Background: an optimization exercise with open tools, aiming at small area, a short achievable clock period and few clock cycles per item. Do not read the settings as production practice.
Function was checked by simulation only, so behaviour that the tests miss may differ from the original.

==> flow/design.v (outline; a module is shown in full before it is edited, if it fits) <==
// module circ: 4372 lines
// module fa: 6 lines
// module cellp: 8 lines
// module celln: 8 lines
// module xo: 5 lines
// module ha: 6 lines
module circ(clk, reset, pushin, Xin, Rin, pushout, Yout);
  // ...
==> flow/flow/run.sh <==
#!/bin/bash
# Own flow: the standard layout (standard.sh, unchanged synthesis and steps),
# except that the port buffers that ORFS's buffer_ports inserts on every input
# and output are sky130_fd_sc_hd__buf_2 cells instead of the default choice.
# All of make's output goes to standard.log in the work folder; each ORFS step
# keeps its own log under orfs/logs/.
set -euo pipefail
export BUFFER_PORTS_ARGS="-buffer_cell sky130_fd_sc_hd__buf_2"
bash standard.sh finish > standard.log 2>&1
==> flow/standard.sh <==
#!/bin/bash
# synth_recipe.tcl (not shown) runs the flow's synth.tcl, then flattens the netlist and writes it again
# the make line also repeats each setting of config.mk as NAME=value (left out here)
make -C /OpenROAD-flow-scripts/flow DESIGN_CONFIG=/design/flow/config.mk WORK_HOME=/design/flow/orfs CLKGATE_MAP_FILE= SYNTH_SCRIPT=/design/flow/synth_recipe.tcl "${@:-finish}"
==> flow/config.mk <==
export PLATFORM = sky130hd
export DESIGN_NAME = circ
export DESIGN_NICKNAME = circ
export VERILOG_FILES = /design/flow/design.v
export SDC_FILE = /design/flow/constraint.sdc
export NUM_CORES = 4
export LEC_CHECK = 0
export ABC_AREA = 1
export CAP_MARGIN = 20
export CORE_MARGIN = 2
export CORE_UTILIZATION = 65
export CTS_CLUSTER_DIAMETER = 100
export CTS_CLUSTER_SIZE = 30
export SLEW_MARGIN = 20
export SYNTH_HIERARCHICAL = 1
export SYNTH_MINIMUM_KEEP_SIZE = 0
==> flow/constraint.sdc <==
create_clock -name core_clock -period 80.0 [get_ports {clk}]
set_input_delay 16.0000 -clock core_clock [delete_from_list [all_inputs] [get_ports {clk}]]
set_output_delay 16.0000 -clock core_clock [all_outputs]
set_load 0.01 [all_outputs]
==> run_results.csv, run 1 <==
group,metric,value,unit
finish,layout.clock.cell_area_share,1.50,%
place,finalWeightedCongestion,0.918,
finish,largest_cell_class,"multi-input combinational cells",
floorplan,rows,83,
synth,synth_top_family_by_area,"adder cells",
routing,post_drt_wl_per_cell,19.1,microns
global_route,antenna_found_initial,1,
critical_path,timing.critical_path.to,"pushout",
outcome,run_status,"no timing/DRC/antenna violations",
clock_tree,cts_root_buffer,"sky130_fd_sc_hd__clkbuf_16",
finish,final.clkbuf_count,15,
timing,timing.fmax,58.7,MHz
floorplan,floorplan.die.width,232,microns
synth,yosys_most_used_dff,"sky130_fd_sc_hd__dfxtp_1",
global_route,routing_usage_on_met3,5.40,%
global_route,global_route.peak_usage_layer,"met2",
synth,syn_avg_cell_area,8.51,sq um
routing,wl_met3,7.22,mm
clock_tree,postCtsHoldBufs,0,
synth,synth_compound_area_share,6.12,%
worst_hold_path,hold-path-cell-count,0,
place,dpl-instance-area,34800,sq um
place,half_perimeter_wire_length_after_detailed_placement,66.8,mm
floorplan,floorplan.die_area,54000,sq um
clock_tree,cts_buffer_depth,3,
clock_tree,numClockSinks,224,
Testbench counts, summed over its fixed seeds: cycles 160,040, items 160,000.
==> run 2: changes to the inputs <==
--- a/flow/design.v
+++ b/flow/design.v
@@ -2204,23 +2204,18 @@
   wire h2158 = hp2130 ^ g2149;
   wire h2159 = hp2132 ^ g2145;
   wire h2160 = hp2134 ^ g2151;
   wire h2161 = h2137 ^ g2147;
   wire [7:0] df4 = {1'b0, h2161, h2160, h2159, h2158, h2157, h2156, h2155};
   wire s4 = g2153;
   wire [5:0] r4 = s4 ? df4[5:0] : t4[5:0];
   wire [4:0] q4 = {q3, s4};
-  reg [5:0] RR4;
-  reg [4:0] QN4;
-  always @(posedge clk) begin RR4 <= r4; QN4 <= ~q4; end
-  reg [37:0] DD4;
-  always @(posedge clk) DD4 <= dsum[37:0];
-  wire [7:0] t5 = {RR4, DD4[37:36]};
-  wire [7:0] T5 = {1'b0, (~QN4), 2'b01};
+  wire [7:0] t5 = {r4, dsum[37:36]};
+  wire [7:0] T5 = {1'b0, q4, 2'b01};
   wire [7:0] nb5 = ~T5;
   wire g2162 = t5[0] & 1'b0;
   wire h2163 = t5[0] ^ 1'b0;
   wire g2164 = t5[1] & 1'b1;
   wire h2165 = t5[1] ^ 1'b1;
   wire hp2166, hg2167;
   ha uhp2166 (.a(t5[2]), .b(nb5[2]), .s(hp2166), .co(hg2167));
   wire hp2168, hg2169;
@@ -2262,19 +2257,24 @@
   wire h2204 = hp2168 ^ g2195;
   wire h2205 = hp2170 ^ g2187;
   wire h2206 = hp2172 ^ g2197;
   wire h2207 = hp2174 ^ g2193;
   wire h2208 = h2177 ^ g2199;
   wire [8:0] df5 = {1'b0, h2208, h2207, h2206, h2205, h2204, h2203, h2202, h2201};
   wire s5 = g2191;
   wire [6:0] r5 = s5 ? df5[6:0] : t5[6:0];
-  wire [5:0] q5 = {(~QN4), s5};
-  wire [8:0] t6 = {r5, DD4[35:34]};
-  wire [8:0] T6 = {1'b0, q5, 2'b01};
+  wire [5:0] q5 = {q4, s5};
+  reg [6:0] RR5;
+  reg [5:0] QN5;
+  always @(posedge clk) begin RR5 <= r5; QN5 <= ~q5; end
+  reg [35:0] DD5;
+  always @(posedge clk) DD5 <= dsum[35:0];
+  wire [8:0] t6 = {RR5, DD5[35:34]};
+  wire [8:0] T6 = {1'b0, (~QN5), 2'b01};
   wire [8:0] nb6 = ~T6;
   wire g2209 = t6[0] & 1'b0;
   wire h2210 = t6[0] ^ 1'b0;
   wire g2211 = t6[1] & 1'b1;
   wire h2212 = t6[1] ^ 1'b1;
   wire hp2213, hg2214;
   ha uhp2213 (.a(t6[2]), .b(nb6[2]), .s(hp2213), .co(hg2214));
   wire hp2215, hg2216;
@@ -2321,18 +2321,18 @@
   wire h2256 = hp2217 ^ g2236;
   wire h2257 = hp2219 ^ g2246;
   wire h2258 = hp2221 ^ g2242;
   wire h2259 = hp2223 ^ g2248;
   wire h2260 = h2226 ^ g2240;
   wire [9:0] df6 = {1'b0, h2260, h2259, h2258, h2257, h2256, h2255, h2254, h2253, h2252};
   wire s6 = g2250;
   wire [7:0] r6 = s6 ? df6[7:0] : t6[7:0];
-  wire [6:0] q6 = {q5, s6};
-  wire [9:0] t7 = {r6, DD4[33:32]};
+  wire [6:0] q6 = {(~QN5), s6};
+  wire [9:0] t7 = {r6, DD5[33:32]};
   wire [9:0] T7 = {1'b0, q6, 2'b01};
   wire [9:0] nb7 = ~T7;
   wire g2261 = t7[0] & 1'b0;
   wire h2262 = t7[0] ^ 1'b0;
   wire g2263 = t7[1] & 1'b1;
   wire h2264 = t7[1] ^ 1'b1;
   wire hp2265, hg2266;
   ha uhp2265 (.a(t7[2]), .b(nb7[2]), .s(hp2265), .co(hg2266));
@@ -2388,17 +2388,17 @@
   wire h2316 = hp2273 ^ g2298;
   wire h2317 = hp2275 ^ g2306;
   wire h2318 = hp2277 ^ g2296;
   wire h2319 = h2280 ^ g2308;
   wire [10:0] df7 = {1'b0, h2319, h2318, h2317, h2316, h2315, h2314, h2313, h2312, h2311, h2310};
   wire s7 = g2300;
   wire [8:0] r7 = s7 ? df7[8:0] : t7[8:0];
   wire [7:0] q7 = {q6, s7};
-  wire [10:0] t8 = {r7, DD4[31:30]};
+  wire [10:0] t8 = {r7, DD5[31:30]};
   wire [10:0] T8 = {1'b0, q7, 2'b01};
   wire [10:0] nb8 = ~T8;
   wire g2320 = t8[0] & 1'b0;
   wire h2321 = t8[0] ^ 1'b0;
   wire g2322 = t8[1] & 1'b1;
   wire h2323 = t8[1] ^ 1'b1;
   wire hp2324, hg2325;
   ha uhp2324 (.a(t8[2]), .b(nb8[2]), .s(hp2324), .co(hg2325));
@@ -2459,17 +2459,17 @@
   wire h2380 = hp2334 ^ g2367;
   wire h2381 = hp2336 ^ g2357;
   wire h2382 = hp2338 ^ g2369;
   wire h2383 = h2341 ^ g2361;
   wire [11:0] df8 = {1'b0, h2383, h2382, h2381, h2380, h2379, h2378, h2377, h2376, h2375, h2374, h2373};
   wire s8 = g2371;
   wire [9:0] r8 = s8 ? df8[9:0] : t8[9:0];
   wire [8:0] q8 = {q7, s8};
-  wire [11:0] t9 = {r8, DD4[29:28]};
+  wire [11:0] t9 = {r8, DD5[29:28]};
   wire [11:0] T9 = {1'b0, q8, 2'b01};
   wire [11:0] nb9 = ~T9;
   wire g2384 = t9[0] & 1'b0;
   wire h2385 = t9[0] ^ 1'b0;
   wire g2386 = t9[1] & 1'b1;
   wire h2387 = t9[1] ^ 1'b1;
   wire hp2388, hg2389;
   ha uhp2388 (.a(t9[2]), .b(nb9[2]), .s(hp2388), .co(hg2389));
@@ -2539,17 +2539,17 @@
   wire h2453 = hp2400 ^ g2427;
   wire h2454 = hp2402 ^ g2441;
   wire h2455 = hp2404 ^ g2433;
   wire h2456 = h2407 ^ g2443;
   wire [12:0] df9 = {1'b0, h2456, h2455, h2454, h2453, h2452, h2451, h2450, h2449, h2448, h2447, h2446, h2445};
   wire s9 = g2429;
   wire [10:0] r9 = s9 ? df9[10:0] : t9[10:0];
   wire [9:0] q9 = {q8, s9};
-  wire [12:0] t10 = {r9, DD4[27:26]};
+  wire [12:0] t10 = {r9, DD5[27:26]};
   wire [12:0] T10 = {1'b0, q9, 2'b01};
   wire [12:0] nb10 = ~T10;
   wire g2457 = t10[0] & 1'b0;
   wire h2458 = t10[0] ^ 1'b0;
   wire g2459 = t10[1] & 1'b1;
   wire h2460 = t10[1] ^ 1'b1;
   wire hp2461, hg2462;
   ha uhp2461 (.a(t10[2]), .b(nb10[2]), .s(hp2461), .co(hg2462));
@@ -2624,17 +2624,17 @@
   wire h2531 = hp2475 ^ g2516;
   wire h2532 = hp2477 ^ g2508;
   wire h2533 = hp2479 ^ g2518;
   wire h2534 = h2482 ^ g2504;
   wire [13:0] df10 = {1'b0, h2534, h2533, h2532, h2531, h2530, h2529, h2528, h2527, h2526, h2525, h2524, h2523, h2522};
   wire s10 = g2520;
   wire [11:0] r10 = s10 ? df10[11:0] : t10[11:0];
   wire [10:0] q10 = {q9, s10};
-  wire [13:0] t11 = {r10, DD4[25:24]};
+  wire [13:0] t11 = {r10, DD5[25:24]};
   wire [13:0] T11 = {1'b0, q10, 2'b01};
   wire [13:0] nb11 = ~T11;
   wire g2535 = t11[0] & 1'b0;
   wire h2536 = t11[0] ^ 1'b0;
   wire g2537 = t11[1] & 1'b1;
   wire h2538 = t11[1] ^ 1'b1;
   wire hp2539, hg2540;
   ha uhp2539 (.a(t11[2]), .b(nb11[2]), .s(hp2539), .co(hg2540));
@@ -2716,17 +2716,17 @@
   wire h2616 = hp2555 ^ g2590;
   wire h2617 = hp2557 ^ g2602;
   wire h2618 = hp2559 ^ g2586;
   wire h2619 = h2562 ^ g2604;
   wire [14:0] df11 = {1'b0, h2619, h2618, h2617, h2616, h2615, h2614, h2613, h2612, h2611, h2610, h2609, h2608, h2607, h2606};
   wire s11 = g2592;
   wire [12:0] r11 = s11 ? df11[12:0] : t11[12:0];
   wire [11:0] q11 = {q10, s11};
-  wire [14:0] t12 = {r11, DD4[23:22]};
+  wire [14:0] t12 = {r11, DD5[23:22]};
   wire [14:0] T12 = {1'b0, q11, 2'b01};
   wire [14:0] nb12 = ~T12;
   wire g2620 = t12[0] & 1'b0;
   wire h2621 = t12[0] ^ 1'b0;
   wire g2622 = t12[1] & 1'b1;
   wire h2623 = t12[1] ^ 1'b1;
   wire hp2624, hg2625;
   ha uhp2624 (.a(t12[2]), .b(nb12[2]), .s(hp2624), .co(hg2625));
@@ -2817,17 +2817,17 @@
   wire [15:0] df12 = {1'b0, h2709, h2708, h2707, h2706, h2705, h2704, h2703, h2702, h2701, h2700, h2699, h2698, h2697, h2696, h2695};
   wire s12 = g2693;
   wire [13:0] r12 = s12 ? df12[13:0] : t12[13:0];
   wire [12:0] q12 = {q11, s12};
   reg [13:0] RR12;
   reg [12:0] QN12;
   always @(posedge clk) begin RR12 <= r12; QN12 <= ~q12; end
   reg [21:0] DD12;
-  always @(posedge clk) DD12 <= DD4[21:0];
+  always @(posedge clk) DD12 <= DD5[21:0];
   wire [15:0] t13 = {RR12, DD12[21:20]};
   wire [15:0] T13 = {1'b0, (~QN12), 2'b01};
   wire [15:0] nb13 = ~T13;
   wire g2710 = t13[0] & 1'b0;
   wire h2711 = t13[0] ^ 1'b0;
   wire g2712 = t13[1] & 1'b1;
   wire h2713 = t13[1] ^ 1'b1;
   wire hp2714, hg2715;
==> flow/config.mk (replaced) <==
export PLATFORM = sky130hd
export DESIGN_NAME = circ
export DESIGN_NICKNAME = circ
export VERILOG_FILES = /design/flow/design.v
export SDC_FILE = /design/flow/constraint.sdc
export NUM_CORES = 4
export LEC_CHECK = 0
export ABC_AREA = 1
export CAP_MARGIN = 20
export CORE_MARGIN = 2
export CORE_UTILIZATION = 65
export CTS_CLUSTER_DIAMETER = 120
export CTS_CLUSTER_SIZE = 34
export SLEW_MARGIN = 20
export SYNTH_HIERARCHICAL = 1
export SYNTH_MINIMUM_KEEP_SIZE = 0
==> run 2 against run 1 <==
Compared with the run above:
- clock skew is 0.0081 ns higher
- register-to-register slack gained 2.0 ns
- final cell count rose by 0.66%
- via count grew 1.5%
- maximum frequency about the same
- worst hold slack improved by 0.0048 ns
- critical path depth stayed put
- sequential cell count did not move
- critical endpoint unchanged
==> run_results.csv, run 2 <==
group,metric,value,unit
timing,finalSetupViolations,0,
synth,post-synth-top-area-fraction,29.9,%
critical_path,worst_setup_path_end_kind,"output port",
floorplan,floorplan.die.width,233,microns
timing,fin_setup_tns,0,ns
critical_path,critical_path.slowest_cell,"sky130_fd_sc_hd__dfrtp_1",
routing,drt_wl_total,89.2,mm
routing,post_drt_wl_per_cell,18.9,microns
critical_path,worst-endpoint-arrival,1.04,ns
clock_tree,cts_root_buffer,"sky130_fd_sc_hd__clkbuf_16",
synth,post_synth_instance_area,34100,sq um
critical_path,critical_path_buf_inv_count,1,
finish,drive_above_1_share,5.98,%
floorplan,io-pin-count,76,
timing,max-slew-margin-rel,34.7,%
critical_path,setup_crit_start_kind,"flop",
outcome,run_status,"no timing/DRC/antenna violations",
worst_hold_path,min-delay-path-class,"reg -> reg",
finish,leading_cell_type_in_the_layout_fill_and_taps_excluded,"sky130_fd_sc_hd__nand2_1",
timing,rsz_0062_raised_after_global_routing,"false",
synth,postSynthRegisterBits,224,
floorplan,floorplan.initialDensity,66.1,%
finish,final_core_utilization,69.1,%
clock_tree,postCtsHoldBufs,0,
timing,tightestPinTransition,0.976,ns
clock_tree,ctsResizeCount,0,
floorplan,fp.coreArea,51500,sq um
clock_tree,numClockSinks,224,
synth,synth_top_cell_by_area,"sky130_fd_sc_hd__fa_1",
routing,vias,28000,
global_route,number_of_global_route_vias_before_repair,29800,
synth,synth_top_cells_by_area,"sky130_fd_sc_hd__fa_1 (30%), sky130_fd_sc_hd__ha_1 (20%), sky130_fd_sc_hd__dfxtp_1 (13%)",
finish,top_register,"DD5",
timing,timing.fmax,58.7,MHz
clock_tree,clkLatencyLatePin,0.55,ns
clock_tree,tritoncts,"done",
synth,synth_common_cells,"sky130_fd_sc_hd__nand2_1 (998), sky130_fd_sc_hd__ha_1 (536), sky130_fd_sc_hd__fa_1 (508), sky130_fd_sc_hd__nor2_1 (486), sky130_fd_sc_hd__inv_1 (342)",
critical_path,r2r.worst_path.cells,62,
global_route,gr-total-overflow,0,
global_route,antenna_found_initial,1,
critical_path,slowest_delay,0.37,ns
critical_path,cp_top_family,"flip-flops",
critical_path,worstPathRequired,64.00,ns
finish,net_count_reported_at_finish,5114,
clock_tree,h-tree-depth,1,
global_route,largest_net_degree_at_the_start_of_global_routing,35,
critical_path,critical_path_depth,1,
critical_path,rrSetupSlack,65.23,ns
synth,number_of_enable_type_register_cells_in_the_synthesized_netlist,0,
clock_tree,numCtsBuffers,14,
synth,post-synth-top-count-cell,"sky130_fd_sc_hd__nand2_1",
place,finalWeightedCongestion,0.893,
clock_tree,cts_setup_buffers,0,
critical_path,rr_startpoint,"X[22]",
routing,avgViaCountPerCell,5.94,
synth,yosysSeqAreaShare,13.2,%
worst_hold_path,hold-path-cell-count,0,
timing,finalCritPeriodShare,21.3,%
routing,ant_nets,0,
place,half_perimeter_wire_length_after_detailed_placement,66.9,mm
synth,yosysWarningCount,7,
critical_path,critPathMaxFanout,1,
floorplan,rows,83,
finish,area.growth.synth_to_final,4.48,%
critical_path,critical_setup_path_kind,"reg -> out",
worst_hold_path,hold_end,"DD12[20]",
timing,timing_hold_violations_final,0,
global_route,gr-usage-all-layers,33.9,%
finish,mostFrequentLayoutCells,"sky130_fd_sc_hd__nand2_1 (998), sky130_fd_sc_hd__ha_1 (536), sky130_fd_sc_hd__fa_1 (508), sky130_fd_sc_hd__nor2_1 (486), sky130_fd_sc_hd__inv_1 (342)",
place,port_buffers,75,
synth,ys_types,52,
critical_path,startpoint,"v[4]",
global_route,first_pass_grt_wire_length,146,mm
clock_tree,cts.clk_slew.worst_paths,0.11,ns
synth,post_synth_inst_count,4019,
worst_hold_path,min_from,"DD5[20]",
critical_path,regToRegEndpoint,"RR5[3]",
floorplan,floorplan.die_area,54200,sq um
timing,final-max-slew-violation-count,0,
synth,syn_avg_cell_area,8.47,sq um
clock_tree,cts_buffer_depth,3,
timing,timing.clock.skew,0.0351,ns
finish,largest_register_ff_count,36,
run,drv_cap,0,
synth,yosys_most_used_dff,"sky130_fd_sc_hd__dfxtp_1",
timing,finalWorstPathRequiredPeriod,17.04,ns
synth,postSynth.asyncResetShare,2.23,%
critical_path,crit_chain,"buf_2",
routing,detail_route.iter0.violations,1805,
routing,dr.pass1.iters,6,
routing,drt_drc_violations_left,0,
floorplan,die_h,233,microns
run 2: worst max path at each step:
| stage | to | slack, ns |
|---|---|---|
| detailed placement | pushout | 63.54 |
| global placement | pushout | 63.54 |
| finish | pushout | 62.96 |
| global route | pushout | 62.92 |
| CTS | pushout | 62.93 |
| floorplan | pushout | 63.62 |
run 2: final cells by class:
| class | count | area, sq um |
|---|---|---|
| Multi-Input combinational cell | 3302 | 27600 |
| Fill cell | 4206 | 15900 |
| Sequential cell | 224 | 4510 |
| Inverter | 351 | 1320 |
| Tap cell | 680 | 851 |
| Timing Repair Buffer | 126 | 758 |
| Clock buffer | 15 | 375 |
| Clock inverter | 9 | 190 |
| Antenna cell | 1 | 2.50 |
run 2: routing by layer:
metal  global-route usage [%]  up-vias  part of all wire (%)
met3                     5.02      329                   7.8
met4                     16.4        0                   4.9
met1                     39.5    13500                    37
met2                     60.9     1281                    50
li1                         -    12800                     -
met5                        0        -                     0
run 2: logic make-up (layout without fill, tap and decap cells):
| group | count (synthesis) | after routing | share of synthesized area [%] |
|---|---|---|---|
| simple gates | 1740 | 1740 | 20.9 |
| flops | 224 | 224 | 13.2 |
| buf+inv | 495 | 501 | 5.81 |
| xor+xnor | 165 | 165 | 4.24 |
| mux | 4 | 4 | 0.118 |
| compound gates | 346 | 346 | 6.11 |
| other cells | 1 | 4 | 0.0110 |
| fa+ha+maj | 1044 | 1044 | 49.6 |
run 2: per-module statistics from Yosys (local to each module, per instance):
module	cells	area [sq um]	times used
ha	1	12.5	348
fa	1	20.0	508
circ	3163	19500	1
run 2: stage by stage:
step	hold WS, ns	area, sq um	instances	worst slack (ns)
final	0.336	35600	4708	62.96
after global routing	0.343	35600	4707	62.92
after CTS	0.337	35600	4707	62.93
after detailed placement	0.312	35000	4683	63.54
after global placement	0.312	35000	4683	63.54
after floorplan	0.310	34100	4021	63.62
Testbench counts of run 2, summed over its fixed seeds: cycles 160,040, items 160,000.
==> run 3: changes to the inputs <==
--- a/flow/config.mk
+++ b/flow/config.mk
@@ -9,8 +9,8 @@
 export CAP_MARGIN = 20
 export CORE_MARGIN = 2
 export CORE_UTILIZATION = 65
-export CTS_CLUSTER_DIAMETER = 120
-export CTS_CLUSTER_SIZE = 34
+export CTS_CLUSTER_DIAMETER = 100
+export CTS_CLUSTER_SIZE = 30
 export SLEW_MARGIN = 20
 export SYNTH_HIERARCHICAL = 1
 export SYNTH_MINIMUM_KEEP_SIZE = 0
==> run 3 against run 2 <==
Compared with the run above:
- largest cell class unchanged
- sequential share of layout area barely moved
- critical path depth is the same
- area after synthesis unchanged
- clock-buffer cell count increased by 1
- worst hold slack got worse by 0.0016 ns
- die area unchanged
- critical endpoint unchanged
- maximum frequency grew 0.22%
==> run_results.csv, run 3 <==
group,metric,value,unit
outcome,run_status,"no timing/DRC/antenna violations",
critical_path,rrSetupSlack,65.15,ns
synth,postSynthRegisterBits,224,
floorplan,floorplan.die.width,233,microns
timing,timing_hold_violations_final,0,
synth,post-synth-top-area-fraction,29.9,%
clock_tree,cts_buffer_depth,3,
worst_hold_path,min-delay-path-class,"reg -> reg",
timing,finalCritPeriodShare,21.3,%
place,finalWeightedCongestion,0.893,
timing,tightestPinTransition,1.02,ns
synth,synth_top_cell_by_area,"sky130_fd_sc_hd__fa_1",
global_route,antenna_found_initial,1,
clock_tree,postCtsHoldBufs,0,
synth,synth_top_cells_by_area,"sky130_fd_sc_hd__fa_1 (30%), sky130_fd_sc_hd__ha_1 (20%), sky130_fd_sc_hd__dfxtp_1 (13%)",
synth,yosysSeqAreaShare,13.2,%
global_route,number_of_global_route_vias_before_repair,29600,
synth,yosys_most_used_dff,"sky130_fd_sc_hd__dfxtp_1",
floorplan,die_h,233,microns
worst_hold_path,hold_end,"DD18[6]",
global_route,routing_usage_on_met3,5.27,%
timing,fin_setup_tns,0,ns
clock_tree,cts_root_buffer,"sky130_fd_sc_hd__clkbuf_16",
timing,rsz_0062_raised_after_global_routing,"false",
synth,syn_avg_cell_area,8.47,sq um
routing,avgViaCountPerCell,5.92,
place,half_perimeter_wire_length_after_detailed_placement,66.9,mm
finish,largest_register_ff_count,36,
critical_path,cp_top_family,"flip-flops",
timing,timing.fmax,58.8,MHz
critical_path,slowest_delay,0.36,ns
finish,drive_above_1_share,6.01,%
clock_tree,numClockSinks,224,
synth,number_of_enable_type_register_cells_in_the_synthesized_netlist,0,
place,port_buffers,75,
clock_tree,ctsResizeCount,0,
finish,net_count_reported_at_finish,5115,
floorplan,floorplan.initialDensity,66.1,%
floorplan,io-pin-count,76,
clock_tree,cts_setup_buffers,0,
finish,layoutNonFillerInstCount,4709,
global_route,first_pass_grt_wire_length,145,mm
timing,final-max-slew-violation-count,0,
timing,max-slew-margin-rel,32.0,%
critical_path,critical_path.slowest_cell,"sky130_fd_sc_hd__dfrtp_1",
critical_path,crit_chain,"buf_2",
routing,drt_wl_total,89.0,mm
critical_path,regToRegEndpoint,"RR18[3]",
synth,post_synth_inst_count,4019,
finish,final_area,35600,sq um
timing,finalWorstPathRequiredPeriod,17.01,ns
timing,timing.clock.skew,0.0341,ns
place,numPlacedInstances,4683,
clock_tree,tritoncts,"done",
routing,dr.pass1.iters,8,
finish,top_register,"DD5",
place,dpl-instance-area,35000,sq um
critical_path,worst-endpoint-arrival,1.01,ns
worst_hold_path,hold-path-cell-count,0,
timing,finalSetupViolations,0,
clock_tree,numCtsBuffers,15,
finish,mostFrequentLayoutCells,"sky130_fd_sc_hd__nand2_1 (998), sky130_fd_sc_hd__ha_1 (536), sky130_fd_sc_hd__fa_1 (508), sky130_fd_sc_hd__nor2_1 (486), sky130_fd_sc_hd__inv_1 (342)",
synth,yosysWarningCount,7,
synth,post_synth_instance_area,34100,sq um
global_route,largest_net_degree_at_the_start_of_global_routing,35,
routing,drt_drc_violations_left,0,
synth,postSynth.asyncResetShare,2.23,%
critical_path,r2r.worst_path.cells,61,
synth,ys_types,52,
global_route,grt.met2_usage,60.9,%
routing,vias,27900,
critical_path,critical_path_depth,1,
floorplan,rows,83,
critical_path,critical_path_buf_inv_count,1,
critical_path,critPathMaxFanout,1,
global_route,global_route.peak_usage_layer,"met2",
global_route,gr-total-overflow,0,
clock_tree,cts.clk_slew.worst_paths,0.09,ns
floorplan,fp.coreArea,51500,sq um
critical_path,rr_startpoint,"QN12[7]",
routing,detail_route.iter0.violations,1767,
critical_path,critical_setup_path_kind,"reg -> out",
clock_tree,h-tree-depth,1,
finish,area.growth.synth_to_final,4.45,%
clock_tree,clkLatencyLatePin,0.54,ns
run,drv_cap,0,
floorplan,floorplan.die_area,54200,sq um
critical_path,worstPathRequired,64.00,ns
global_route,gr-usage-all-layers,33.7,%
worst_hold_path,min_from,"DD12[6]",
routing,post_drt_wl_per_cell,18.9,microns
critical_path,setup_crit_start_kind,"flop",
global_route,grt.met1_usage,39.1,%
critical_path,worst_setup_path_end_kind,"output port",
synth,post-synth-top-count-cell,"sky130_fd_sc_hd__nand2_1",
synth,synth_common_cells,"sky130_fd_sc_hd__nand2_1 (998), sky130_fd_sc_hd__ha_1 (536), sky130_fd_sc_hd__fa_1 (508), sky130_fd_sc_hd__nor2_1 (486), sky130_fd_sc_hd__inv_1 (342)",
routing,ant_nets,0,
finish,leading_cell_type_in_the_layout_fill_and_taps_excluded,"sky130_fd_sc_hd__nand2_1",
-- run 3: cell counts after synthesis --
Identical to the previous run, type by type.
-- run 3: modules after synthesis, one instance, submodules excluded --
module  area [sq um]  cells inside
ha              12.5             1
circ           19500          3163
fa              20.0             1
-- run 3: worst register-to-register path, delay by kind of cell, from the launching register on --
kind                       cells  cell delay [ns]
AOI/OAI and AO/OA             22             6.22
and+or+nand+nor               30             5.35
adders and majority gates      6             2.07
DFF                            1             0.62
buffers and inverters          3             0.52
-- run 3: layer usage --
layer	part of all wire, %	vias up
li1	-	12900
met1	38	13500
met2	50	1191
met3	7.5	307
met4	5.0	0
met5	0	-
-- run 3: through the flow --
stage               hold WS [ns]  utilization (%)  setup slack [ns]
finish                     0.335             69.1             62.99
global route               0.339             69.1             62.96
CTS                        0.336             69.1             62.97
detailed placement         0.312             68.0             63.54
global placement           0.312             68.0             63.54
floorplan                  0.310                -             63.62
-- run 3: cell families (layout without fill, tap and decap cells) --
family / after synthesis / count (layout) / synth area share (%)
fa+ha+maj: 1044 / 1044 / 49.6
flops: 224 / 224 / 13.2
buf+inv: 495 / 502 / 5.81
xor+xnor: 165 / 165 / 4.24
compound gates: 346 / 346 / 6.11
other cells: 1 / 4 / 0.0110
mux: 4 / 4 / 0.118
simple gates: 1740 / 1740 / 20.9
-- run 3: layout make-up --
class                      count  area, sq um
fill                        4210        15900
clock buffer                  16          389
timing repair buffer         126          758
sequential                   224         4510
antenna                        1         2.50
clock inverter                 9          165
inverter                     351         1320
tap                          680          851
multi-input combinational   3302        27600
-- run 3: worst max-delay path by stage --
stage,slack (ns),start,to
final,62.99,v[4],pushout
after global routing,62.96,v[4],pushout
after CTS,62.97,v[4],pushout
after detailed placement,63.54,v[4],pushout
after global placement,63.54,v[4],pushout
after floorplan,63.62,v[4],pushout
==> run 4: changes to the inputs <==
--- a/flow/config.mk
+++ b/flow/config.mk
@@ -9,6 +9,7 @@
 export CAP_MARGIN = 20
 export CORE_MARGIN = 2
 export CORE_UTILIZATION = 65
+export CTS_BUF_LIST = sky130_fd_sc_hd__clkbuf_8 sky130_fd_sc_hd__clkbuf_16
 export CTS_CLUSTER_DIAMETER = 100
 export CTS_CLUSTER_SIZE = 30
 export SLEW_MARGIN = 20
==> run 4 against run 3 <==
Compared with the run above:
- clock-buffer cell count stayed put
- global-route usage stayed put
- routed wire length stayed put
- area after synthesis stayed put
- synthesized cell count stayed put
- clock skew stayed put
- sequential share of layout area stayed put
- non-clock buffer count stayed put
- critical path depth stayed put
- still clean
- first-iteration DRC count stayed put
- die area stayed put
==> run_results.csv, run 4 <==
group,metric,value,unit
clock_tree,tritoncts,"done",
finish,largest_register_ff_count,36,
place,port_buffers,75,
finish,leading_cell_type_in_the_layout_fill_and_taps_excluded,"sky130_fd_sc_hd__nand2_1",
global_route,largest_net_degree_at_the_start_of_global_routing,35,
critical_path,critPathMaxFanout,1,
global_route,first_pass_grt_wire_length,145,mm
routing,dr.pass1.iters,8,
global_route,number_of_global_route_vias_before_repair,29600,
clock_tree,cts_root_buffer,"sky130_fd_sc_hd__clkbuf_16",
finish,top_register,"DD5",
synth,syn_avg_cell_area,8.47,sq um
clock_tree,ctsResizeCount,0,
floorplan,floorplan.die_area,54200,sq um
finish,seq_area,4510,sq um
clock_tree,h-tree-depth,1,
floorplan,floorplan.die.width,233,microns
synth,postSynth.asyncResetShare,2.23,%
synth,post-synth-top-count-cell,"sky130_fd_sc_hd__nand2_1",
routing,drt_drc_violations_left,0,
finish,nFillCells,4210,
timing,finalWorstSetupSlack,62.99,ns
finish,area.growth.synth_to_final,4.45,%
synth,postSynthRegisterBits,224,
synth,synth_common_cells,"sky130_fd_sc_hd__nand2_1 (998), sky130_fd_sc_hd__ha_1 (536), sky130_fd_sc_hd__fa_1 (508), sky130_fd_sc_hd__nor2_1 (486), sky130_fd_sc_hd__inv_1 (342)",
clock_tree,numClockSinks,224,
routing,drt_wl_total,89.0,mm
place,half_perimeter_wire_length_after_detailed_placement,66.9,mm
timing,timing.fmax,58.8,MHz
global_route,gr-usage-all-layers,33.7,%
finish,net_count_reported_at_finish,5115,
routing,vias,27900,
timing,timing.clock.skew,0.0341,ns
finish,area_used_by_multi_input_combinational_logic,27600,sq um
critical_path,critical_setup_path_kind,"reg -> out",
clock_tree,postCtsHoldBufs,0,
synth,ys_types,52,
critical_path,worst-endpoint-arrival,1.01,ns
worst_hold_path,min-delay-path-class,"reg -> reg",
floorplan,die_h,233,microns
critical_path,worst_setup_path_end_kind,"output port",
clock_tree,clkLatencyLatePin,0.54,ns
finish,mostFrequentLayoutCells,"sky130_fd_sc_hd__nand2_1 (998), sky130_fd_sc_hd__ha_1 (536), sky130_fd_sc_hd__fa_1 (508), sky130_fd_sc_hd__nor2_1 (486), sky130_fd_sc_hd__inv_1 (342)",
critical_path,rrSetupSlack,65.15,ns
floorplan,io-pin-count,76,
synth,post-synth-top-area-fraction,29.9,%
finish,final_area,35600,sq um
routing,post_drt_wl_per_cell,18.9,microns
timing,max-slew-margin-rel,32.0,%
timing,finalCritPeriodShare,21.3,%
synth,yosysSeqAreaShare,13.2,%
clock_tree,cts.clk_slew.worst_paths,0.09,ns
routing,detail_route.iter0.violations,1767,
global_route,antenna_found_initial,1,
synth,number_of_enable_type_register_cells_in_the_synthesized_netlist,0,
timing,timing_hold_violations_final,0,
timing,finalWorstPathRequiredPeriod,17.01,ns
clock_tree,cts_setup_buffers,0,
critical_path,crit_chain,"buf_2",
timing,fin_setup_tns,0,ns
place,dpl-instance-area,35000,sq um
clock_tree,cts_buffer_depth,3,
critical_path,critical_path.slowest_cell,"sky130_fd_sc_hd__dfrtp_1",
synth,post_synth_inst_count,4019,
finish,layoutNonFillerInstCount,4709,
critical_path,cp_top_family,"flip-flops",
floorplan,fp.coreArea,51500,sq um
place,numPlacedInstances,4683,
floorplan,floorplan.initialDensity,66.1,%
critical_path,critical_path_buf_inv_count,1,
timing,tightestPinTransition,1.02,ns
synth,yosysWarningCount,7,
outcome,run_status,"no timing/DRC/antenna violations",
timing,rsz_0062_raised_after_global_routing,"false",
synth,post_synth_instance_area,34100,sq um
floorplan,rows,83,
place,placement.setup.worst_slack,63.54,ns
clock_tree,numCtsBuffers,15,
synth,yosys_most_used_dff,"sky130_fd_sc_hd__dfxtp_1",
global_route,gr-total-overflow,0,
routing,ant_nets,0,
routing,avgViaCountPerCell,5.92,
synth,synth_top_cell_by_area,"sky130_fd_sc_hd__fa_1",
critical_path,slowest_delay,0.36,ns
critical_path,worstPathRequired,64.00,ns
timing,final-max-slew-violation-count,0,
finish,drive_above_1_share,6.01,%
synth,synth_top_cells_by_area,"sky130_fd_sc_hd__fa_1 (30%), sky130_fd_sc_hd__ha_1 (20%), sky130_fd_sc_hd__dfxtp_1 (13%)",
place,finalWeightedCongestion,0.893,
run,drv_cap,0,
critical_path,setup_crit_start_kind,"flop",
timing,finalSetupViolations,0,
-- run 4: cell counts after synthesis --
Identical to the previous run, type by type.
-- run 4: per-layer routing --
layer	vias up	part of all wire (%)	track usage, %	routed length, microns
met2	1191	50	60.9	44400
met3	307	7.5	5.27	6650
met1	13500	38	39.1	33500
met5	-	0	0	0
met4	0	5.0	15.5	4450
li1	12900	-	-	-
-- run 4: modules after synthesis, one instance, submodules excluded --
module	times used	flip-flops and latches	area [sq um]	cells
fa	508	0	20.0	1
ha	348	0	12.5	1
circ	1	224	19500	3163
-- run 4: worst register-to-register path, delay by kind of cell, from the launching register on --
family / cells / cell delay, ns
AOI/OAI and AO/OA: 22 / 6.22
adders and majority gates: 6 / 2.07
buffers and inverters: 3 / 0.52
DFF: 1 / 0.62
and+or+nand+nor: 30 / 5.35
-- run 4: layout make-up --
class | instances | area share, %
Antenna cell | 1 | 0.00703
Clock buffer | 16 | 1.09
Clock inverter | 9 | 0.464
Inverter | 351 | 3.71
Multi-Input combinational cell | 3302 | 77.5
Sequential cell | 224 | 12.7
Tap cell | 680 | 2.39
Timing Repair Buffer | 126 | 2.13
-- run 4: worst paths after layout --
check | start | depth (start not counted) | end
max | v[4] | 1 | pushout
min | DD12[6] | 0 | DD18[6]
max reg2reg | QN12[7] | 61 | RR18[3]
min reg2reg | DD12[6] | 0 | DD18[6]
max in group asynchronous | reset | 2 | v[4]
min in group asynchronous | reset | 2 | v[1]
-- run 4: per-stage QoR --
stage / util (%) / hold WS [ns]
floorplan: - / 0.310
global placement: 68.0 / 0.312
detailed placement: 68.0 / 0.312
CTS: 69.1 / 0.336
global route: 69.1 / 0.339
finish: 69.1 / 0.335
-- run 4: cell families (layout without fill, tap and decap cells) --
group / after synthesis / in the layout / share of synthesized area [%]
AO/OA/AOI/OAI: 346 / 346 / 6.11
adder cells (fa/ha/maj): 1044 / 1044 / 49.6
AND/OR/NAND/NOR: 1740 / 1740 / 20.9
other: 1 / 4 / 0.0110
flip-flops: 224 / 224 / 13.2
multiplexers: 4 / 4 / 0.118
buffers and inverters: 495 / 502 / 5.81
XOR/XNOR: 165 / 165 / 4.24
==> run 5: changes to the inputs <==
==> flow/flow/run.sh (replaced) <==
#!/bin/bash
# Own flow: the standard layout (standard.sh: unchanged synthesis and steps),
# except that the port buffers that ORFS's buffer_ports inserts on every input
# and output are sky130_fd_sc_hd__buf_2 cells, and clock tree synthesis gets
# explicit arguments. All of make's output goes to standard.log in the work
# folder; each ORFS step keeps its own log under orfs/logs/.
set -euo pipefail
export BUFFER_PORTS_ARGS="-buffer_cell sky130_fd_sc_hd__buf_2"
export CTS_ARGS="-sink_clustering_enable -repair_clock_nets -sink_clustering_size 30 -sink_clustering_max_diameter 100 -distance_between_buffers 1000"
bash standard.sh finish > standard.log 2>&1
--- a/flow/config.mk
+++ b/flow/config.mk
@@ -9,7 +9,6 @@
 export CAP_MARGIN = 20
 export CORE_MARGIN = 2
 export CORE_UTILIZATION = 65
-export CTS_BUF_LIST = sky130_fd_sc_hd__clkbuf_8 sky130_fd_sc_hd__clkbuf_16
 export CTS_CLUSTER_DIAMETER = 100
 export CTS_CLUSTER_SIZE = 30
 export SLEW_MARGIN = 20
==> run 5 against run 4 <==
Compared with the run above:
- first-iteration DRC count unchanged
- critical endpoint unchanged
- final cell count unchanged
- worst hold slack unchanged
- clock-buffer cell count unchanged
- sequential share of layout area unchanged
- worst setup slack unchanged
- area after synthesis unchanged
- still clean
- highest routed layer unchanged
- critical path depth unchanged
- final area unchanged
- maximum frequency unchanged
==> run_results.csv, run 5 <==
group,metric,value,unit
finish,leading_cell_type_in_the_layout_fill_and_taps_excluded,"sky130_fd_sc_hd__nand2_1",
floorplan,rows,83,
worst_hold_path,min-delay-path-class,"reg -> reg",
floorplan,floorplan.die.width,233,microns
timing,final-max-slew-violation-count,0,
floorplan,fp.coreArea,51500,sq um
clock_tree,numCtsBuffers,15,
clock_tree,numClockSinks,224,
timing,timing.fmax,58.8,MHz
global_route,antenna_found_initial,1,
critical_path,rrSetupSlack,65.15,ns
critical_path,critical_path.slowest_cell,"sky130_fd_sc_hd__dfrtp_1",
global_route,first_pass_grt_wire_length,145,mm
clock_tree,tritoncts,"done",
routing,drt_drc_violations_left,0,
finish,layoutNonFillerInstCount,4709,
critical_path,slowest_delay,0.36,ns
clock_tree,cts.clk_slew.worst_paths,0.09,ns
timing,finalCritPeriodShare,21.3,%
synth,post_synth_instance_area,34100,sq um
critical_path,critical_path_buf_inv_count,1,
synth,yosys_most_used_dff,"sky130_fd_sc_hd__dfxtp_1",
floorplan,floorplan.die_area,54200,sq um
finish,largest_register_ff_count,36,
global_route,number_of_global_route_vias_before_repair,29600,
critical_path,critical_path_depth,1,
critical_path,worstPathRequired,64.00,ns
synth,ys_types,52,
timing,tightestPinTransition,1.02,ns
place,finalWeightedCongestion,0.893,
timing,finalSetupViolations,0,
synth,post_synth_inst_count,4019,
clock_tree,h-tree-depth,1,
finish,nFillCells,4210,
routing,dr.pass1.iters,8,
critical_path,worst-endpoint-arrival,1.01,ns
place,port_buffers,75,
routing,post_drt_wl_per_cell,18.9,microns
critical_path,critical_setup_path_kind,"reg -> out",
floorplan,io-pin-count,76,
critical_path,rr_startpoint,"QN12[7]",
finish,top_register,"DD5",
floorplan,die_h,233,microns
finish,seq_area,4510,sq um
clock_tree,cts_root_buffer,"sky130_fd_sc_hd__clkbuf_16",
finish,area_used_by_multi_input_combinational_logic,27600,sq um
critical_path,timing.critical_path.to,"pushout",
routing,drt_wl_total,89.0,mm
clock_tree,clkLatencyLatePin,0.54,ns
synth,synth_common_cells,"sky130_fd_sc_hd__nand2_1 (998), sky130_fd_sc_hd__ha_1 (536), sky130_fd_sc_hd__fa_1 (508), sky130_fd_sc_hd__nor2_1 (486), sky130_fd_sc_hd__inv_1 (342)",
synth,post-synth-top-area-fraction,29.9,%
routing,vias,27900,
routing,detail_route.iter0.violations,1767,
timing,rsz_0062_raised_after_global_routing,"false",
run,drv_cap,0,
outcome,run_status,"no timing/DRC/antenna violations",
clock_tree,postCtsHoldBufs,0,
synth,postSynth.asyncResetShare,2.23,%
critical_path,crit_chain,"buf_2",
timing,finalWorstPathRequiredPeriod,17.01,ns
critical_path,startpoint,"v[4]",
synth,synth_top_cell_by_area,"sky130_fd_sc_hd__fa_1",
critical_path,critPathMaxFanout,1,
critical_path,setup_crit_start_kind,"flop",
place,numPlacedInstances,4683,
timing,fin_setup_tns,0,ns
critical_path,worst_setup_path_end_kind,"output port",
timing,timing_hold_violations_final,0,
synth,post-synth-top-count-cell,"sky130_fd_sc_hd__nand2_1",
finish,mostFrequentLayoutCells,"sky130_fd_sc_hd__nand2_1 (998), sky130_fd_sc_hd__ha_1 (536), sky130_fd_sc_hd__fa_1 (508), sky130_fd_sc_hd__nor2_1 (486), sky130_fd_sc_hd__inv_1 (342)",
critical_path,regToRegEndpoint,"RR18[3]",
global_route,gr-total-overflow,0,
finish,area.growth.synth_to_final,4.45,%
critical_path,cp_top_family,"flip-flops",
routing,avgViaCountPerCell,5.92,
routing,ant_nets,0,
critical_path,r2r.worst_path.cells,61,
synth,syn_avg_cell_area,8.47,sq um
clock_tree,cts_buffer_depth,3,
global_route,largest_net_degree_at_the_start_of_global_routing,35,
place,half_perimeter_wire_length_after_detailed_placement,66.9,mm
clock_tree,ctsResizeCount,0,
finish,net_count_reported_at_finish,5115,
synth,number_of_enable_type_register_cells_in_the_synthesized_netlist,0,
clock_tree,cts_setup_buffers,0,
timing,timing.clock.skew,0.0341,ns
finish,drive_above_1_share,6.01,%
synth,yosysSeqAreaShare,13.2,%
finish,final_core_utilization,69.1,%
synth,yosysWarningCount,7,
synth,synth_top_cells_by_area,"sky130_fd_sc_hd__fa_1 (30%), sky130_fd_sc_hd__ha_1 (20%), sky130_fd_sc_hd__dfxtp_1 (13%)",
floorplan,floorplan.initialDensity,66.1,%
global_route,gr-usage-all-layers,33.7,%
synth,postSynthRegisterBits,224,
timing,max-slew-margin-rel,32.0,%
[run 5: cell counts in the layout (fill, tap and decap cells not counted)]
No cell type changed its count.
[run 5: worst min path at each step]
stage | from | to | slack [ns] | cells past startpoint
global route | DD12[2] | DD18[2] | 0.34 | 0
detailed placement | DD5[15] | DD12[15] | 0.31 | 0
global placement | DD5[12] | DD12[12] | 0.31 | 0
floorplan | DD5[0] | DD12[0] | 0.31 | 0
CTS | DD12[6] | DD18[6] | 0.34 | 0
finish | DD12[6] | DD18[6] | 0.33 | 0
[run 5: cell type report]
type | instances | area share, %
timing repair buffer | 126 | 2.13
clock buffer | 16 | 1.09
tap | 680 | 2.39
antenna | 1 | 0.00703
sequential | 224 | 12.7
inverter | 351 | 3.71
multi-input combinational | 3302 | 77.5
clock inverter | 9 | 0.464
[run 5: kinds of logic (layout without fill, tap and decap cells)]
logic type | count (synthesis) | count (layout) | synth area share (%)
AOI/OAI and AO/OA | 346 | 346 | 6.11
and+or+nand+nor | 1740 | 1740 | 20.9
DFF | 224 | 224 | 13.2
buffers and inverters | 495 | 502 | 5.81
xor gates and xnor gates | 165 | 165 | 4.24
other | 1 | 4 | 0.0110
muxes | 4 | 4 | 0.118
adders and majority gates | 1044 | 1044 | 49.6
[run 5: per-layer routing]
| metal | global-route usage [%] | part of all wire [%] | vias up |
|---|---|---|---|
| met5 | 0 | 0 | - |
| met4 | 15.5 | 5.0 | 0 |
| met3 | 5.27 | 7.5 | 307 |
| met2 | 60.9 | 50 | 1191 |
| met1 | 39.1 | 38 | 13500 |
| li1 | - | - | 12900 |
[run 5: modules after synthesis (local to each module, per instance)]
module  flip-flops and latches  copies in the design  cells inside  cell area (sq um)
circ                       224                     1          3163              19500
fa                           0                   508             1               20.0
ha                           0                   348             1               12.5
[run 5: stage by stage]
stage	cell area (sq um)	setup WS (ns)	hold slack, ns
2_1_floorplan	34100	63.62	0.310
3_3_place_gp	35000	63.54	0.312
5_1_grt	35600	62.96	0.339
6_report	35600	62.99	0.335
3_5_place_dp	35000	63.54	0.312
4_1_cts	35600	62.97	0.336
[run 5: worst reg2reg max path, delay by kind of cell (launching register included)]
family	cells	cell delay [ns]
AOI/OAI and AO/OA	22	6.22
and+or+nand+nor	30	5.35
buffers and inverters	3	0.52
adders and majority gates	6	2.07
DFF	1	0.62
==> run 6: changes to the inputs <==
--- a/flow/flow/run.sh
+++ b/flow/flow/run.sh
@@ -6,5 +6,5 @@
 # folder; each ORFS step keeps its own log under orfs/logs/.
 set -euo pipefail
 export BUFFER_PORTS_ARGS="-buffer_cell sky130_fd_sc_hd__buf_2"
-export CTS_ARGS="-sink_clustering_enable -repair_clock_nets -sink_clustering_size 30 -sink_clustering_max_diameter 100 -distance_between_buffers 1000"
+export CTS_ARGS="-sink_clustering_enable -repair_clock_nets -sink_clustering_size 30 -sink_clustering_max_diameter 100 -sink_clustering_levels 1"
 bash standard.sh finish > standard.log 2>&1
==> run 6 against run 5 <==
Compared with the run above:
- worst hold slack stayed put
- first-iteration DRC count unchanged
- critical endpoint unchanged
- still clean on timing, DRC and antenna
- clock-buffer cell count is the same
==> run_results.csv, run 6 <==
group,metric,value,unit
critical_path,worst-endpoint-arrival,1.01,ns
routing,avgViaCountPerCell,5.92,
clock_tree,clkLatencyLatePin,0.54,ns
critical_path,worst_setup_path_end_kind,"output port",
place,numPlacedInstances,4683,
timing,finalCritPeriodShare,21.3,%
floorplan,floorplan.initialDensity,66.1,%
clock_tree,ctsResizeCount,0,
finish,area.growth.synth_to_final,4.45,%
synth,synth_top_cells_by_area,"sky130_fd_sc_hd__fa_1 (30%), sky130_fd_sc_hd__ha_1 (20%), sky130_fd_sc_hd__dfxtp_1 (13%)",
timing,timing.hold.ws,0.335,ns
floorplan,floorplan.die_area,54200,sq um
clock_tree,h-tree-depth,1,
synth,post_synth_instance_area,34100,sq um
critical_path,crit_chain,"buf_2",
finish,drive_above_1_share,6.01,%
synth,postSynth.asyncResetShare,2.23,%
global_route,first_pass_grt_wire_length,145,mm
routing,detail_route.iter0.violations,1767,
critical_path,slowest_delay,0.36,ns
floorplan,floorplan.die.width,233,microns
synth,number_of_enable_type_register_cells_in_the_synthesized_netlist,0,
floorplan,io-pin-count,76,
critical_path,rr_startpoint,"QN12[7]",
timing,tightestPinTransition,1.02,ns
global_route,antenna_found_initial,1,
synth,syn_avg_cell_area,8.47,sq um
clock_tree,cts_root_buffer,"sky130_fd_sc_hd__clkbuf_16",
place,half_perimeter_wire_length_after_detailed_placement,66.9,mm
place,port_buffers,75,
timing,final-max-slew-violation-count,0,
critical_path,cp_top_family,"flip-flops",
clock_tree,cts.clk_slew.worst_paths,0.09,ns
synth,synth_common_cells,"sky130_fd_sc_hd__nand2_1 (998), sky130_fd_sc_hd__ha_1 (536), sky130_fd_sc_hd__fa_1 (508), sky130_fd_sc_hd__nor2_1 (486), sky130_fd_sc_hd__inv_1 (342)",
critical_path,r2r.worst_path.cells,61,
timing,timing_hold_violations_final,0,
finish,top_register,"DD5",
synth,synth_top_cell_by_area,"sky130_fd_sc_hd__fa_1",
clock_tree,cts_buffer_depth,3,
clock_tree,cts_setup_buffers,0,
synth,post_synth_inst_count,4019,
timing,finalSetupViolations,0,
routing,drt_wl_total,89.0,mm
timing,finalWorstPathRequiredPeriod,17.01,ns
routing,post_drt_wl_per_cell,18.9,microns
place,finalWeightedCongestion,0.893,
run,drv_cap,0,
critical_path,regToRegEndpoint,"RR18[3]",
timing,timing.clock.skew,0.0341,ns
critical_path,timing.critical_path.to,"pushout",
critical_path,setup_crit_start_kind,"flop",
synth,yosysSeqAreaShare,13.2,%
critical_path,critPathMaxFanout,1,
global_route,gr-total-overflow,0,
clock_tree,numClockSinks,224,
routing,drt_drc_violations_left,0,
place,dpl-instance-area,35000,sq um
outcome,run_status,"no timing/DRC/antenna violations",
synth,post-synth-top-count-cell,"sky130_fd_sc_hd__nand2_1",
critical_path,critical_path_depth,1,
clock_tree,numCtsBuffers,15,
routing,dr.pass1.iters,8,
clock_tree,postCtsHoldBufs,0,
floorplan,die_h,233,microns
worst_hold_path,min-delay-path-class,"reg -> reg",
floorplan,rows,83,
synth,ys_types,52,
finish,nFillCells,4210,
critical_path,rrSetupSlack,65.15,ns
timing,timing.fmax,58.8,MHz
critical_path,critical_path_buf_inv_count,1,
global_route,largest_net_degree_at_the_start_of_global_routing,35,
synth,post-synth-top-area-fraction,29.9,%
finish,final_area,35600,sq um
finish,area_used_by_multi_input_combinational_logic,27600,sq um
critical_path,critical_setup_path_kind,"reg -> out",
critical_path,critical_path.slowest_cell,"sky130_fd_sc_hd__dfrtp_1",
finish,seq_area,4510,sq um
finish,leading_cell_type_in_the_layout_fill_and_taps_excluded,"sky130_fd_sc_hd__nand2_1",
global_route,number_of_global_route_vias_before_repair,29600,
critical_path,startpoint,"v[4]",
synth,postSynthRegisterBits,224,
finish,layoutNonFillerInstCount,4709,
finish,net_count_reported_at_finish,5115,
clock_tree,tritoncts,"done",
critical_path,worstPathRequired,64.00,ns
routing,ant_nets,0,
synth,yosysWarningCount,7,
floorplan,fp.coreArea,51500,sq um
timing,max-slew-margin-rel,32.0,%
timing,fin_setup_tns,0,ns
synth,yosys_most_used_dff,"sky130_fd_sc_hd__dfxtp_1",
routing,vias,27900,
timing,rsz_0062_raised_after_global_routing,"false",
global_route,gr-usage-all-layers,33.7,%
finish,mostFrequentLayoutCells,"sky130_fd_sc_hd__nand2_1 (998), sky130_fd_sc_hd__ha_1 (536), sky130_fd_sc_hd__fa_1 (508), sky130_fd_sc_hd__nor2_1 (486), sky130_fd_sc_hd__inv_1 (342)",
finish,largest_register_ff_count,36,
run 6: cell counts after synthesis:
Identical to the previous run, type by type.
run 6: per-module statistics from Yosys, one instance, submodules excluded:
module / cells inside / flops+latches
circ: 3163 / 224
fa: 1 / 0
ha: 1 / 0
run 6: worst min-delay path by stage:
stage / to / depth (start not counted) / start / slack, ns
floorplan: DD12[0] / 0 / DD5[0] / 0.31
global placement: DD12[12] / 0 / DD5[12] / 0.31
detailed placement: DD12[15] / 0 / DD5[15] / 0.31
CTS: DD18[6] / 0 / DD12[6] / 0.34
global route: DD18[2] / 0 / DD12[2] / 0.34
finish: DD18[6] / 0 / DD12[6] / 0.33
run 6: area by class of cell:
cell class | count | share of cell area [%]
multi-input combinational | 3302 | 77.5
antenna | 1 | 0.00703
timing repair buffer | 126 | 2.13
clock buffer | 16 | 1.09
tap | 680 | 2.39
inverter | 351 | 3.71
sequential | 224 | 12.7
clock inverter | 9 | 0.464
run 6: kinds of logic (layout without fill, tap and decap cells):
logic type | count (synthesis) | in the layout | share of synthesized area (%)
flip-flops | 224 | 224 | 13.2
buffers and inverters | 495 | 502 | 5.81
AO/OA/AOI/OAI | 346 | 346 | 6.11
multiplexers | 4 | 4 | 0.118
XOR/XNOR | 165 | 165 | 4.24
other | 1 | 4 | 0.0110
adder cells (fa/ha/maj) | 1044 | 1044 | 49.6
AND/OR/NAND/NOR | 1740 | 1740 | 20.9
run 6: metal layers:
metal	vias up	part of all wire, %	GRT usage [%]
met3	307	7.5	5.27
met4	0	5.0	15.5
met5	-	0	0
met1	13500	38	39.1
li1	12900	-	-
met2	1191	50	60.9
run 6: through the flow:
stage,setup WS (ns),util [%]
2_1_floorplan,63.62,-
3_3_place_gp,63.54,68.0
3_5_place_dp,63.54,68.0
4_1_cts,62.97,69.1
5_1_grt,62.96,69.1
6_report,62.99,69.1
==> run 7: changes to the inputs <==
--- a/flow/flow/run.sh
+++ b/flow/flow/run.sh
@@ -6,5 +6,5 @@
 # folder; each ORFS step keeps its own log under orfs/logs/.
 set -euo pipefail
 export BUFFER_PORTS_ARGS="-buffer_cell sky130_fd_sc_hd__buf_2"
-export CTS_ARGS="-sink_clustering_enable -repair_clock_nets -sink_clustering_size 30 -sink_clustering_max_diameter 100 -sink_clustering_levels 1"
+export CTS_ARGS="-sink_clustering_enable -repair_clock_nets -sink_clustering_size 30 -sink_clustering_max_diameter 100 -dont_use_dummy_load"
 bash standard.sh finish > standard.log 2>&1
==> run 7 against run 6 <==
Compared with the run above:
- register-to-register slack got worse by 0.05 ns
- sequential cell count unchanged
- via count increased by 0.13%
- largest cell class unchanged
==> run_results.csv, run 7 <==
group,metric,value,unit
outcome,run_status,"no timing/DRC/antenna violations",
finish,seq_area,4510,sq um
floorplan,fp.coreArea,51500,sq um
global_route,largest_net_degree_at_the_start_of_global_routing,35,
critical_path,worstPathRequired,64.00,ns
synth,synth_top_cell_by_area,"sky130_fd_sc_hd__fa_1",
timing,finalSetupViolations,0,
global_route,gr-usage-all-layers,33.6,%
synth,post_synth_inst_count,4019,
critical_path,worst-endpoint-arrival,0.99,ns
finish,largest_register_ff_count,36,
finish,area_used_by_multi_input_combinational_logic,27600,sq um
global_route,number_of_global_route_vias_before_repair,29600,
synth,postSynth.asyncResetShare,2.23,%
synth,synth_common_cells,"sky130_fd_sc_hd__nand2_1 (998), sky130_fd_sc_hd__ha_1 (536), sky130_fd_sc_hd__fa_1 (508), sky130_fd_sc_hd__nor2_1 (486), sky130_fd_sc_hd__inv_1 (342)",
clock_tree,h-tree-depth,1,
clock_tree,ctsResizeCount,0,
critical_path,critical_path_buf_inv_count,1,
clock_tree,cts_setup_buffers,0,
place,finalWeightedCongestion,0.893,
synth,postSynthRegisterBits,224,
routing,detail_route.iter0.violations,1783,
synth,yosysSeqAreaShare,13.2,%
timing,finalCritPeriodShare,21.2,%
synth,yosys_most_used_dff,"sky130_fd_sc_hd__dfxtp_1",
clock_tree,cts_buffer_depth,3,
timing,timing.clock.skew,0.0554,ns
timing,max-slew-margin-rel,33.7,%
critical_path,critical_setup_path_kind,"reg -> out",
floorplan,die_h,233,microns
routing,vias,27900,
finish,drive_above_1_share,5.77,%
floorplan,floorplan.die.width,233,microns
routing,ant_nets,0,
finish,nFillCells,4230,
finish,mostFrequentLayoutCells,"sky130_fd_sc_hd__nand2_1 (998), sky130_fd_sc_hd__ha_1 (536), sky130_fd_sc_hd__fa_1 (508), sky130_fd_sc_hd__nor2_1 (486), sky130_fd_sc_hd__inv_1 (342)",
timing,tightestPinTransition,0.992,ns
clock_tree,numClockSinks,224,
synth,yosysWarningCount,7,
floorplan,rows,83,
critical_path,setup_crit_start_kind,"flop",
synth,ys_types,52,
floorplan,floorplan.initialDensity,66.1,%
global_route,antenna_found_initial,1,
critical_path,slowest_delay,0.36,ns
synth,post-synth-top-area-fraction,29.9,%
routing,avgViaCountPerCell,5.94,
synth,synth_top_cells_by_area,"sky130_fd_sc_hd__fa_1 (30%), sky130_fd_sc_hd__ha_1 (20%), sky130_fd_sc_hd__dfxtp_1 (13%)",
finish,layoutNonFillerInstCount,4699,
place,port_buffers,75,
global_route,gr-total-overflow,0,
clock_tree,cts_root_buffer,"sky130_fd_sc_hd__clkbuf_16",
finish,top_register,"DD5",
clock_tree,postCtsHoldBufs,0,
timing,timing_hold_violations_final,0,
place,numPlacedInstances,4683,
floorplan,io-pin-count,76,
finish,area.growth.synth_to_final,3.92,%
critical_path,cp_top_family,"flip-flops",
timing,rsz_0062_raised_after_global_routing,"false",
critical_path,worst_setup_path_end_kind,"output port",
global_route,first_pass_grt_wire_length,145,mm
timing,fin_setup_tns,0,ns
routing,post_drt_wl_per_cell,18.9,microns
timing,finalWorstPathRequiredPeriod,16.99,ns
finish,leading_cell_type_in_the_layout_fill_and_taps_excluded,"sky130_fd_sc_hd__nand2_1",
run,drv_cap,0,
worst_hold_path,min-delay-path-class,"reg -> reg",
routing,dr.pass1.iters,5,
finish,net_count_reported_at_finish,5115,
clock_tree,cts.clk_slew.worst_paths,0.09,ns
timing,final-max-slew-violation-count,0,
critical_path,crit_chain,"buf_2",
synth,post_synth_instance_area,34100,sq um
clock_tree,tritoncts,"done",
timing,timing.fmax,58.8,MHz
clock_tree,numCtsBuffers,15,
routing,drt_drc_violations_left,0,
clock_tree,clkLatencyLatePin,0.54,ns
synth,syn_avg_cell_area,8.47,sq um
critical_path,critical_path.slowest_cell,"sky130_fd_sc_hd__dfrtp_1",
critical_path,critPathMaxFanout,1,
routing,drt_wl_total,89.0,mm
synth,number_of_enable_type_register_cells_in_the_synthesized_netlist,0,
floorplan,floorplan.die_area,54200,sq um
synth,post-synth-top-count-cell,"sky130_fd_sc_hd__nand2_1",
place,half_perimeter_wire_length_after_detailed_placement,66.9,mm
==> run 7: cell counts after synthesis <==
No cell type changed its count.
==> run 7: path summary, 6_finish.rpt <==
check                           startpoint        to  slack [ns]  cells past startpoint
max in group asynchronous            reset      v[4]       64.47                      2
worst max-delay path                  v[4]   pushout       63.01                      1
min in group asynchronous            reset      v[1]       15.37                      2
worst min-delay path               DD12[6]   DD18[6]        0.33                      0
worst max register to register     QN12[7]  RR18[17]       65.10                     61
worst min register to register     DD12[6]   DD18[6]        0.33                      0
==> run 7: layer usage <==
metal  share of wire [%]  track usage [%]  vias up  wire, microns
li1                    -                -    12800              -
met1                  38             39.0    13600          33900
met2                  50             60.9     1178          44300
met3                 7.2             5.29      298           6370
met4                 4.9             15.3        0           4400
met5                   0                0        -              0
==> run 7: per-stage QoR <==
step	worst slack, ns	instance area [sq um]	utilization [%]	hold WS (ns)
global route	62.96	35400	68.7	0.338
floorplan	63.62	34100	-	0.310
global placement	63.54	35000	68.0	0.312
detailed placement	63.54	35000	68.0	0.312
CTS	62.98	35400	68.7	0.334
finish	63.01	35400	68.7	0.333
==> run 7: final cells by class <==
| class | count | area share (%) |
|---|---|---|
| repair buffers | 126 | 2.14 |
| flip-flops and latches | 224 | 12.7 |
| clock buffers | 15 | 1.06 |
| inverters | 351 | 3.73 |
| well taps | 680 | 2.40 |
| diodes | 1 | 0.00707 |
| multi-input cells | 3302 | 77.9 |
==> run 7: modules after synthesis, one instance, submodules excluded <==
module  flops+latches  cells  cell area (sq um)  times used
fa                  0      1               20.0         508
circ              224   3163              19500           1
ha                  0      1               12.5         348
==> run 7: logic make-up after synthesis <==
kind of cell    share of synthesized area [%]
simple gates                             20.9
fa+ha+maj                                49.6
buf+inv                                  5.81
compound gates                           6.11
flops                                    13.2
xor+xnor                                 4.24
mux                                     0.118
other cells                            0.0110

-- re-timing with driven ports --
No port has a modelled driver above. Below, the same layouts with a new extraction and two added sets of constraints. Step 1 assumes that a clkbuf_16 drives the clock port and a buf_2 every other input. Step 2 also shifts input and output timing later by t, the mid clock arrival at the registers, as if the neighbouring blocks saw the same clock. Three values: no drivers, after step 1, after step 2; two values: the first two.
| run | t (ns) | setup WS [ns] | worst setup path after step 2 | cell pins on the clock port's net |
|---|---|---|---|---|
| run 1 | 0.594 | 62.956 / 62.894 / 63.254 | register to register | 1 |
| run 2 | 0.587 | 62.956 / 62.897 / 63.484 | register to output | 1 |
| run 3 | 0.585 | 62.994 / 62.930 / 63.515 | register to output | 1 |
| run 4 | 0.585 | 62.994 / 62.930 / 63.515 | register to output | 1 |
| run 5 | 0.585 | 62.994 / 62.930 / 63.515 | register to output | 1 |
| run 6 | 0.585 | 62.994 / 62.930 / 63.515 | register to output | 1 |
| run 7 | 0.569 | 63.007 / 62.946 / 63.515 | register to output | 1 |
After both steps every run listed still meets setup and hold.
